This design comes from an exercise in tuning for small area on the open sky130 flow, not from production work. In this exercise RTL edits were held to simulation tests only and were not proved equivalent to the original. The clock port is modelled as an ideal driver; clocking choices that lean on that would not hold on a real chip. Power and IR drop assume default switching activity.

==> flow/design.v <==
`timescale 1ns / 1ps
module Decoder(input Clk,
               input rst,
               input High,
               input Low,
               output reg [31:0] Out,
               output reg valid,
               input speed
    );
reg [1:0] High_reg;
reg [1:0] Low_reg;
reg decode_h, decode_l;
reg [8:0] high_cnt, low_cnt;
reg [2:0] flg_h, flg_l;
reg m1_h, m0_h, m1_l, m0_l;
reg [31:0] out_r;
reg dis_reg;
reg [5:0] cnt_v;
reg flg;
reg [3:0] cnt_v_h, cnt_v_l;
function [8:0] nx9(input [8:0] s);
  nx9 = {s[7:0], s[8] ^ s[4] ^ (s[7:0] == 8'd0)};
endfunction
function [5:0] nx6(input [5:0] s);
  nx6 = {s[4:0], s[5] ^ s[4] ^ (s[4:0] == 5'd0)};
endfunction
function [3:0] nx4(input [3:0] s);
  nx4 = {s[2:0], s[3] ^ s[2] ^ (s[2:0] == 3'd0)};
endfunction
function [2:0] nx3(input [2:0] s);
  nx3 = {s[1:0], s[2] ^ s[1] ^ (s[1:0] == 2'd0)};
endfunction
localparam [8:0] C37 = 9'b011000011, C38 = 9'b110000110, C317 = 9'b101110101;
localparam [5:0] C32 = 6'b100100;
localparam [3:0] C4 = 4'b1001;
always @(posedge Clk) begin
  High_reg <= {High_reg[0], High};
  Low_reg  <= {Low_reg[0], Low};
end
wire cv32 = (cnt_v == C32);
wire h_e37 = (high_cnt == C37), h_e38 = (high_cnt == C38), h_e317 = (high_cnt == C317);
wire l_e37 = (low_cnt == C37),  l_e38 = (low_cnt == C38),  l_e317 = (low_cnt == C317);
wire h_f0 = (flg_h == 3'b000), h_f2 = (flg_h == 3'b010), h_f6 = (flg_h == 3'b110);
wire l_f0 = (flg_l == 3'b000), l_f2 = (flg_l == 3'b010), l_f6 = (flg_l == 3'b110);
wire h_hitG = speed ? h_e37 : h_e317;
wire l_hitG = speed ? l_e37 : l_e317;
wire h_hitD = speed ? (h_f0 ? h_e37 : h_e38) : h_e317;
wire l_hitD = speed ? (l_f0 ? l_e37 : l_e38) : l_e317;
wire h_act = decode_h | cv32;
wire l_act = decode_l | cv32;
wire h_inc = (decode_h & h_hitD) | (cv32 & h_hitG);
wire l_inc = (decode_l & l_hitD) | (cv32 & l_hitG);
wire h_clr = cv32 ? (h_hitG & ~h_f2) : (decode_h & h_hitD);
wire l_clr = cv32 ? (l_hitG & ~l_f2) : (decode_l & l_hitD);
wire h_shift = h_inc & ~h_f2;
wire l_shift = l_inc & ~l_f2;
wire h_end = h_act & h_f6;
wire l_end = l_act & l_f6;
wire acc_h = decode_h & h_f6 & m1_h;
wire acc_l = decode_l & l_f6 & m1_l;
wire gap_h = cv32 & h_f6 & m0_h;
wire gap_l = cv32 & l_f6 & m0_l;
wire acc = acc_h | acc_l;
wire both4 = (cnt_v_h == C4) & (cnt_v_l == C4);
always @(posedge Clk) begin
  if (h_shift) begin
    m1_h <= (flg_h[2] | flg_h[1]) ? (m1_h & ~High) : (h_f0 ? High : (m1_h & High));
    m0_h <= ~High & (h_f0 | m0_h);
  end
  if (l_shift) begin
    m1_l <= (flg_l[2] | flg_l[1]) ? (m1_l & ~Low) : (l_f0 ? Low : (m1_l & Low));
    m0_l <= ~Low & (l_f0 | m0_l);
  end
  if (acc & ~rst)
    out_r <= {~acc_l, out_r[31:1]};
  if (valid & ~rst)
    Out <= out_r;
end
always @(posedge Clk) begin
  if (rst) begin
    valid <= 1'b0;
    decode_h <= 1'b0;
    decode_l <= 1'b0;
    high_cnt <= 9'd0;
    low_cnt <= 9'd0;
    flg_h <= 3'd0;
    flg_l <= 3'd0;
    dis_reg <= 1'b0;
    cnt_v <= 6'd0;
    flg <= 1'b0;
    cnt_v_h <= 4'd0;
    cnt_v_l <= 4'd0;
  end else begin
    valid <= flg;
    flg <= ~valid & (flg | both4);
    if (h_end) decode_h <= 1'b0;
    else if (~dis_reg & ~High_reg[1] & High_reg[0]) decode_h <= 1'b1;
    if (l_end) decode_l <= 1'b0;
    else if (~dis_reg & ~Low_reg[1] & Low_reg[0]) decode_l <= 1'b1;
    if (decode_l) dis_reg <= ~l_f6;
    else if (decode_h) dis_reg <= ~h_f6;
    if (h_clr) high_cnt <= 9'd0;
    else if (h_act) high_cnt <= nx9(high_cnt);
    if (l_clr) low_cnt <= 9'd0;
    else if (l_act) low_cnt <= nx9(low_cnt);
    if (h_end) flg_h <= 3'd0;
    else if (h_inc) flg_h <= nx3(flg_h);
    if (l_end) flg_l <= 3'd0;
    else if (l_inc) flg_l <= nx3(flg_l);
    if (both4) begin
      cnt_v <= 6'd0;
      cnt_v_h <= 4'd0;
      cnt_v_l <= 4'd0;
    end else begin
      if (acc) cnt_v <= nx6(cnt_v);
      if (gap_h) cnt_v_h <= nx4(cnt_v_h);
      if (gap_l) cnt_v_l <= nx4(cnt_v_l);
    end
  end
end
endmodule
Settings: LEC_CHECK=0, CAP_MARGIN=20, CORE_MARGIN=2, CORE_UTILIZATION=75, SLEW_MARGIN=20; clock period 10.0 ns.
standard.sh (not shown) runs the stock make flow with config.mk's settings and CLKGATE_MAP_FILE= SYNTH_SCRIPT=/design/flow/synth_recipe.tcl, a recipe that flattens the netlist after the stock synthesis.
==> flow/flow/run.sh <==
#!/bin/bash
# Standard ORFS layout (the standard.sh, standard synthesis) with two changes:
# port buffers use the smallest buffer cell, and CTS inserts no dummy loads.
set -euo pipefail
CTS="-sink_clustering_enable -repair_clock_nets -dont_use_dummy_load -buf_list sky130_fd_sc_hd__clkbuf_4 -sink_clustering_size 20 -sink_clustering_max_diameter 60"
bash standard.sh "BUFFER_PORTS_ARGS=-buffer_cell sky130_fd_sc_hd__buf_1" "CTS_ARGS=$CTS" RECOVER_POWER=100 finish > flow.log 2>&1
The baseline completed and failed the layout checks on max-capacitance violations, max-slew violations.
==> next run, changes <==
--- a/flow/flow/run.sh
+++ b/flow/flow/run.sh
@@ -6 +6 @@
-bash standard.sh "BUFFER_PORTS_ARGS=-buffer_cell sky130_fd_sc_hd__buf_1" "CTS_ARGS=$CTS" RECOVER_POWER=100 finish > flow.log 2>&1
+bash standard.sh "BUFFER_PORTS_ARGS=-buffer_cell sky130_fd_sc_hd__buf_1" "CTS_ARGS=$CTS" finish > flow.log 2>&1
- CORE_UTILIZATION: 75 -> 65
With this change the flow completed with no timing, DRC or antenna violations; power goes down slightly; routed wire length goes down by a quarter to a third; flip-flop and latch count stays the same; non-clock buffer count is unchanged; utilization goes down by 10 points; area after synthesis does not change; sequential share of layout area goes down by 0.72 points; design area goes up slightly; sequential power hardly moves; clock power goes down by a few percent; worst hold slack loses 0.035 ns.
==> next run, changes <==
==> flow/flow/run.sh (replaced) <==
#!/bin/bash
# Layout flow: the standard.sh (standard synthesis, standard ORFS steps) with these changes:
#  - after the standard synthesis, the combinational logic is re-mapped for area with ABC
#    (flip-flop instances, their names and cell types are kept exactly as synthesised);
#  - port buffers use the smallest buffer cell;
#  - CTS inserts no dummy loads and uses clkbuf_4 buffers.
# Each tool's output goes to a log file in the work folder.
set -euo pipefail
W=$(pwd)
CTS="-sink_clustering_enable -repair_clock_nets -dont_use_dummy_load -buf_list sky130_fd_sc_hd__clkbuf_4 -sink_clustering_size 20 -sink_clustering_max_diameter 60"
ARGS=("BUFFER_PORTS_ARGS=-buffer_cell sky130_fd_sc_hd__buf_1" "CTS_ARGS=$CTS")
bash standard.sh "${ARGS[@]}" synth > synth.log 2>&1
R=$W/orfs/results/${FLOW_PLATFORM}/Decoder/base
cp $R/1_2_yosys.v $W/standard_netlist.v
REMAP_LIB=$FLOW_HOME/platforms/sky130hd/lib/sky130_fd_sc_hd__tt_025C_1v80.lib \
REMAP_IN=$W/standard_netlist.v REMAP_OUT=$W/remapped.v REMAP_SCRIPT=$W/flow/area.abc \
REMAP_TOP=$FLOW_TOP REMAP_DONT_USE="sky130_fd_sc_hd__lpflow_* sky130_fd_sc_hd__probe*" \
REMAP_STAT=$W/remap_stat.txt yosys -c $W/flow/remap.tcl > remap.log 2>&1
cp $W/remapped.v $R/1_2_yosys.v
rm -f $R/1_synth.odb
bash standard.sh "${ARGS[@]}" finish > flow.log 2>&1
==> flow/flow/area.abc (new file) <==
strash
dch -f
amap
topo
==> flow/flow/remap.tcl (new file) <==
# Re-map the combinational logic of the standard synthesis netlist for area.
# Registers (flip-flop cell instances) are kept as they are, with their names.
yosys -import
set lib $::env(REMAP_LIB)
set in $::env(REMAP_IN)
set out $::env(REMAP_OUT)
set script $::env(REMAP_SCRIPT)
read_liberty -ignore_miss_func $lib
read_verilog $in
hierarchy -top $::env(REMAP_TOP)
set ffs {}
foreach m [split [string trim [exec grep -o {sky130_fd_sc_hd__[a-z0-9_]*} $in | sort -u]] "\n"] {
  if {[regexp {__(e?df|sdf|dl|sedf|dfb|dfr|dfs)} $m]} { lappend ffs $m }
}
puts "keeping: $ffs"
foreach m $ffs { setattr -mod -set keep_hierarchy 1 $m }
flatten
opt_clean -purge
set du {}
foreach c $::env(REMAP_DONT_USE) { lappend du -dont_use $c }
abc -liberty $lib -script $script {*}$du
opt_clean -purge
setundef -zero
splitnets
opt_clean -purge
hilomap -singleton -hicell sky130_fd_sc_hd__conb_1 HI -locell sky130_fd_sc_hd__conb_1 LO
insbuf -buf sky130_fd_sc_hd__buf_4 A X
foreach m $ffs { blackbox $m }
tee -o $::env(REMAP_STAT) stat -liberty $lib
write_verilog -noattr -nohex -nodec -selected $out
Total power came out higher by 0.90%.
Routed wire length came out lower by 5.0%.
Critical path depth came out higher by 4.
Final area came out lower by 6.5%.
Cell count came out lower by 1.3%.
Die area came out lower by 7.9%.
Via count came out lower by 2.2%.
==> next run, changes <==
==> flow/flow/run.sh (replaced) <==
#!/bin/bash
# Standard ORFS layout (the standard.sh, standard synthesis) with two changes:
# port buffers use the smallest buffer cell, and CTS inserts no dummy loads.
set -euo pipefail
CTS="-sink_clustering_enable -repair_clock_nets -dont_use_dummy_load -buf_list sky130_fd_sc_hd__clkbuf_4 -sink_clustering_size 20 -sink_clustering_max_diameter 60"
bash standard.sh "BUFFER_PORTS_ARGS=-buffer_cell sky130_fd_sc_hd__buf_1" "CTS_ARGS=$CTS" RECOVER_POWER=100 finish > flow.log 2>&1
removed: flow/flow/area.abc
removed: flow/flow/remap.tcl
After rerunning: With this change the flow completed, yet does not pass: max-capacitance violations, max-slew violations. Wire length came out higher by 6.0%. First-iteration DRC count is lower by 16%. Via count rises by 2.2%. Flip-flop and latch count does not change. Global-route usage rises by 0.43 points.
==> next run, changes <==
==> flow/flow/run.sh (replaced) <==
#!/bin/bash
# Standard ORFS layout (the standard.sh, standard synthesis) with two changes:
# port buffers use the smallest buffer cell, and CTS inserts no dummy loads.
set -euo pipefail
CTS="-sink_clustering_enable -repair_clock_nets -dont_use_dummy_load -buf_list sky130_fd_sc_hd__clkbuf_8 -sink_clustering_size 30 -sink_clustering_max_diameter 80"
bash standard.sh "BUFFER_PORTS_ARGS=-buffer_cell sky130_fd_sc_hd__buf_1" "CTS_ARGS=$CTS" finish > flow.log 2>&1
The new run went through all stages and came out clean. Design area came out higher by a few percent. Synthesized cell count stays the same. Area after synthesis does not change. Total power increases by roughly a tenth. Flip-flop and latch count does not change.


== trial 18 ==
Decoder, a different RTL version from the one above (not shown whole).
Size in the first run: roughly 310 cells after synthesis, ~38 I/O pins.
export LEC_CHECK = 0
export CAP_MARGIN = 20
export CORE_MARGIN = 2
export CORE_UTILIZATION = 65
export SLEW_MARGIN = 20
create_clock -name core_clock -period 10.0 [get_ports {Clk}]
==> flow/flow/run.sh <==
#!/bin/bash
# Layout flow: the standard.sh (standard synthesis, standard ORFS steps) with these changes:
#  - after the standard synthesis, the combinational logic is re-mapped for area with ABC
#    (flip-flop instances, their names and cell types are kept exactly as synthesised);
#  - port buffers use the smallest buffer cell;
#  - CTS inserts no dummy loads and uses clkbuf_4 buffers; afterwards, leaf clock buffers
#    whose flip-flop clock pins keep a low slew are swapped to clkbuf_2 (flow/post_cts.tcl).
# Each tool's output goes to a log file in the work folder.
set -euo pipefail
W=$(pwd)
CTS="-sink_clustering_enable -repair_clock_nets -dont_use_dummy_load -buf_list sky130_fd_sc_hd__clkbuf_4 -sink_clustering_size 20 -sink_clustering_max_diameter 60"
ARGS=("BUFFER_PORTS_ARGS=-buffer_cell sky130_fd_sc_hd__buf_1" "CTS_ARGS=$CTS" "POST_CTS_TCL=$W/flow/post_cts.tcl")
bash standard.sh "${ARGS[@]}" synth > synth.log 2>&1
R=$W/orfs/results/${FLOW_PLATFORM}/Decoder/base
cp $R/1_2_yosys.v $W/standard_netlist.v
REMAP_LIB=$FLOW_HOME/platforms/sky130hd/lib/sky130_fd_sc_hd__tt_025C_1v80.lib \
REMAP_IN=$W/standard_netlist.v REMAP_OUT=$W/remapped.v REMAP_SCRIPTS="$W/flow/a1.abc $W/flow/a2.abc $W/flow/a3.abc $W/flow/a4.abc $W/flow/a5.abc" \
REMAP_TOP=$FLOW_TOP REMAP_DONT_USE="sky130_fd_sc_hd__lpflow_* sky130_fd_sc_hd__probe*" \
REMAP_STAT=$W/remap_stat.txt yosys -c $W/flow/remap.tcl > remap.log 2>&1
cp $W/remapped.v $R/1_2_yosys.v
rm -f $R/1_synth.odb
bash standard.sh "${ARGS[@]}" finish > flow.log 2>&1
Other scripts of this flow, unchanged in this note and not shown: flow/flow/a1.abc, flow/flow/a2.abc, flow/flow/a3.abc, flow/flow/a4.abc, flow/flow/a5.abc, flow/flow/downsize.tcl, flow/flow/post_cts.tcl, flow/flow/remap.tcl
Having completed the whole flow, trial 18 delivered a layout that passed the timing, design-rule and antenna checks.
Edits applied to the flow inputs when going from trial 18 to trial 44:
- CORE_UTILIZATION changed from 65 to 75
==> comparison <==
- Each of the runs, namely trial 44 and trial 18, reached the end of the flow and came out clean.
- The routed wire length on met3 of trial 44 falls short of that of trial 18 by about 4%.
- Relative to trial 18, layout-stage area growth over the synthesis result has decreased by 0.16 points in trial 44.
- Trial 18 and trial 44 ended up with roughly the same total power after layout.
- | worst setup margin | trial 44 vs trial 18 | worse |
- Compared with trial 18, in trial 44 detailed placer's ending HPWL picked up an extra 93 um; wire length of the first global-routing pass picked up an extra 6.6%; fraction of met3 tracks used by global routing lost 1.3 points.
- Cell area after layout across trial 44 and trial 18: no real change.
- Critical path depth: trial 18 vs trial 44 identical


Decoder again, from the RTL that the note above started with.
==> flow/design.v (excerpt) <==
module Decoder(input Clk,
               input rst,
               input High,
               input Low,
               output reg [31:0] Out,
               output reg valid,
               input speed
    );
export LEC_CHECK = 0
export CAP_MARGIN = 0
export CORE_MARGIN = 2
export CORE_UTILIZATION = 65
export GPL_TIMING_DRIVEN = 0
export SLEW_MARGIN = 0
create_clock -name core_clock -period 10.0 [get_ports {Clk}]
==> flow/flow/run.sh <==
#!/bin/bash
# Layout flow: the standard.sh (standard synthesis, standard ORFS steps) with these changes:
#  - after the standard synthesis, the combinational logic is re-mapped for area with ABC
#    (flip-flop instances, their names and cell types are kept exactly as synthesised);
#  - port buffers use the smallest buffer cell;
#  - CTS inserts no dummy loads and uses clkbuf_4 buffers; afterwards, leaf clock buffers
#    whose flip-flop clock pins keep a low slew are swapped to clkbuf_2 (flow/post_cts.tcl).
# Each tool's output goes to a log file in the work folder.
set -euo pipefail
W=$(pwd)
CTS="-sink_clustering_enable -repair_clock_nets -dont_use_dummy_load -buf_list sky130_fd_sc_hd__clkbuf_4 -sink_clustering_size 20 -sink_clustering_max_diameter 60"
ARGS=("BUFFER_PORTS_ARGS=-buffer_cell sky130_fd_sc_hd__buf_1" "CTS_ARGS=$CTS" "POST_CTS_TCL=$W/flow/post_cts.tcl")
bash standard.sh "${ARGS[@]}" synth > synth.log 2>&1
R=$W/orfs/results/${FLOW_PLATFORM}/Decoder/base
cp $R/1_2_yosys.v $W/standard_netlist.v
REMAP_LIB=$FLOW_HOME/platforms/sky130hd/lib/sky130_fd_sc_hd__tt_025C_1v80.lib \
REMAP_IN=$W/standard_netlist.v REMAP_OUT=$W/remapped.v REMAP_SCRIPTS="$W/flow/a1.abc $W/flow/a2.abc $W/flow/a3.abc $W/flow/a4.abc $W/flow/a5.abc $W/flow/a6.abc $W/flow/a7.abc $W/flow/a8.abc" \
REMAP_TOP=$FLOW_TOP REMAP_DONT_USE="sky130_fd_sc_hd__lpflow_* sky130_fd_sc_hd__probe*" \
REMAP_STAT=$W/remap_stat.txt yosys -c $W/flow/remap.tcl > remap.log 2>&1
cp $W/remapped.v $R/1_2_yosys.v
rm -f $R/1_synth.odb
bash standard.sh "${ARGS[@]}" finish > flow.log 2>&1
==> flow/flow/post_cts.tcl <==
# ORFS POST_CTS_TCL hook: use clkbuf_2 for clock-tree leaf buffers whose
# flip-flop clock pins stay below 105 ps slew (placement parasitics).
source [file join [file dirname [info script]] downsize.tcl]
estimate_parasitics -placement
downsize_clock_leaves sky130_fd_sc_hd__clkbuf_2 0.105
detailed_placement
check_placement -verbose
Other scripts of this flow, unchanged in this note and not shown: flow/flow/a1.abc, flow/flow/a2.abc, flow/flow/a3.abc, flow/flow/a4.abc, flow/flow/a5.abc, flow/flow/a6.abc, flow/flow/a7.abc, flow/flow/a8.abc, flow/flow/downsize.tcl, flow/flow/remap.tcl
The baseline went through all stages and came out clean.
Change:
- CAP_MARGIN: 0 -> 20
- CORE_UTILIZATION: 65 -> 75
- GPL_TIMING_DRIVEN: 0 -> default
- SLEW_MARGIN: 0 -> 20
=> Final area stays flat; combinational power is about the same; utilization climbs by 12 points; non-clock buffer count climbs by 3; global-route usage climbs by 3.3 points.
Change:
==> flow/flow/post_cts.tcl (replaced) <==
# ORFS POST_CTS_TCL hook: use clkbuf_2 for clock-tree leaf buffers whose
# flip-flop clock pins stay below 112 ps slew (placement parasitics).
source [file join [file dirname [info script]] downsize.tcl]
estimate_parasitics -placement
downsize_clock_leaves sky130_fd_sc_hd__clkbuf_2 0.112
detailed_placement
check_placement -verbose
- CAP_MARGIN: 20 -> 0
- CORE_UTILIZATION: 75 -> 65
- GPL_TIMING_DRIVEN: default -> 0
- SLEW_MARGIN: 20 -> 0
Die area rose by about 15%; final cell count rose by 0.47%; global-route usage fell by 3.3 points; via count fell by about 2.7%; total power hardly moves; synthesized cell count does not change; register-to-register slack got worse by 0.61 ns; design area stays flat; first-iteration DRC count fell by 28%.
Change:
==> flow/flow/post_cts.tcl (replaced) <==
# ORFS POST_CTS_TCL hook: use clkbuf_2 for clock-tree leaf buffers whose
# flip-flop clock pins stay below 105 ps slew (placement parasitics).
source [file join [file dirname [info script]] downsize.tcl]
estimate_parasitics -placement
downsize_clock_leaves sky130_fd_sc_hd__clkbuf_2 0.105
detailed_placement
check_placement -verbose
- GPL_TIMING_DRIVEN: 0 -> default
What happened: The new run finished clean; final area stays flat; combinational power barely changes; global-route usage rises by 0.99 points; utilization came out higher by 0.21 points; setup slack degrades by 0.033 ns; via count came out higher slightly; wire length grows by a few percent; sequential share of layout area came out lower by 0.20 points; flip-flop and latch count stays the same.

[separate check: timing with driven ports]
In the flow no input, the clock included, has a driving cell. The finished layouts below were timed again as built, in two steps.
Step 1 sets driving cells, clkbuf_16 on the clock port and buf_2 on the other inputs (assumed; they add their load-dependent delay and slew).
Step 2 adds t to the input delays and takes it off the output delays; t is the mean of the earliest and latest rising clock arrival at the registers after step 1. Input paths then give back, and output paths get back, about the clock's delay inside the block.
Slacks: no drivers / after step 1 / after step 2; pairs: no drivers / after step 1.
run | t (ns) | slack for setup (ns) | worst hold slack (ns) | clock arrival spread, ns | worst data-port slew with drivers (ns)
the first run of note 1 | 0.522 | 6.254 / 6.262 / 5.739 | 0.367 / 0.367 / 0.367 | 0.037 / 0.037 | 0.03
the second run of note 1 | 0.492 | 6.758 / 6.763 / 6.270 | 0.332 / 0.332 / 0.332 | 0.044 / 0.045 | 0.04
the third run of note 1 | 0.504 | 6.653 / 6.658 / 6.154 | 0.354 / 0.354 / 0.354 | 0.054 / 0.054 | 0.04
the fourth run of note 1 | 0.497 | 6.415 / 6.422 / 5.925 | 0.330 / 0.330 / 0.330 | 0.043 / 0.043 | 0.04
the fifth run of note 1 | 0.422 | 6.698 / 6.702 / 6.279 | 0.334 / 0.334 / 0.334 | 0.027 / 0.027 | 0.04
trial 18 | 0.492 | 6.435 / 6.435 / 6.235 | 0.351 / 0.351 / 0.351 | 0.045 / 0.045 | 0.03
trial 44 | 0.479 | 6.276 / 6.276 / 6.226 | 0.347 / 0.347 / 0.347 | 0.046 / 0.045 | 0.04
the first run of note 3 | 0.490 | 6.114 / 6.120 / 5.630 | 0.348 / 0.348 / 0.348 | 0.044 / 0.044 | 0.04
the second run of note 3 | 0.498 | 5.964 / 5.964 / 5.465 | 0.329 / 0.329 / 0.329 | 0.051 / 0.051 | 0.03
the third run of note 3 | 0.491 | 6.112 / 6.118 / 5.627 | 0.350 / 0.350 / 0.350 | 0.043 / 0.044 | 0.04
the fourth run of note 3 | 0.496 | 6.080 / 6.083 / 5.587 | 0.345 / 0.345 / 0.345 | 0.050 / 0.049 | 0.03
For the first run of note 1, which loses most, drivers alone change the setup slack by +0.008 ns; drivers and shift together by -0.515 ns.
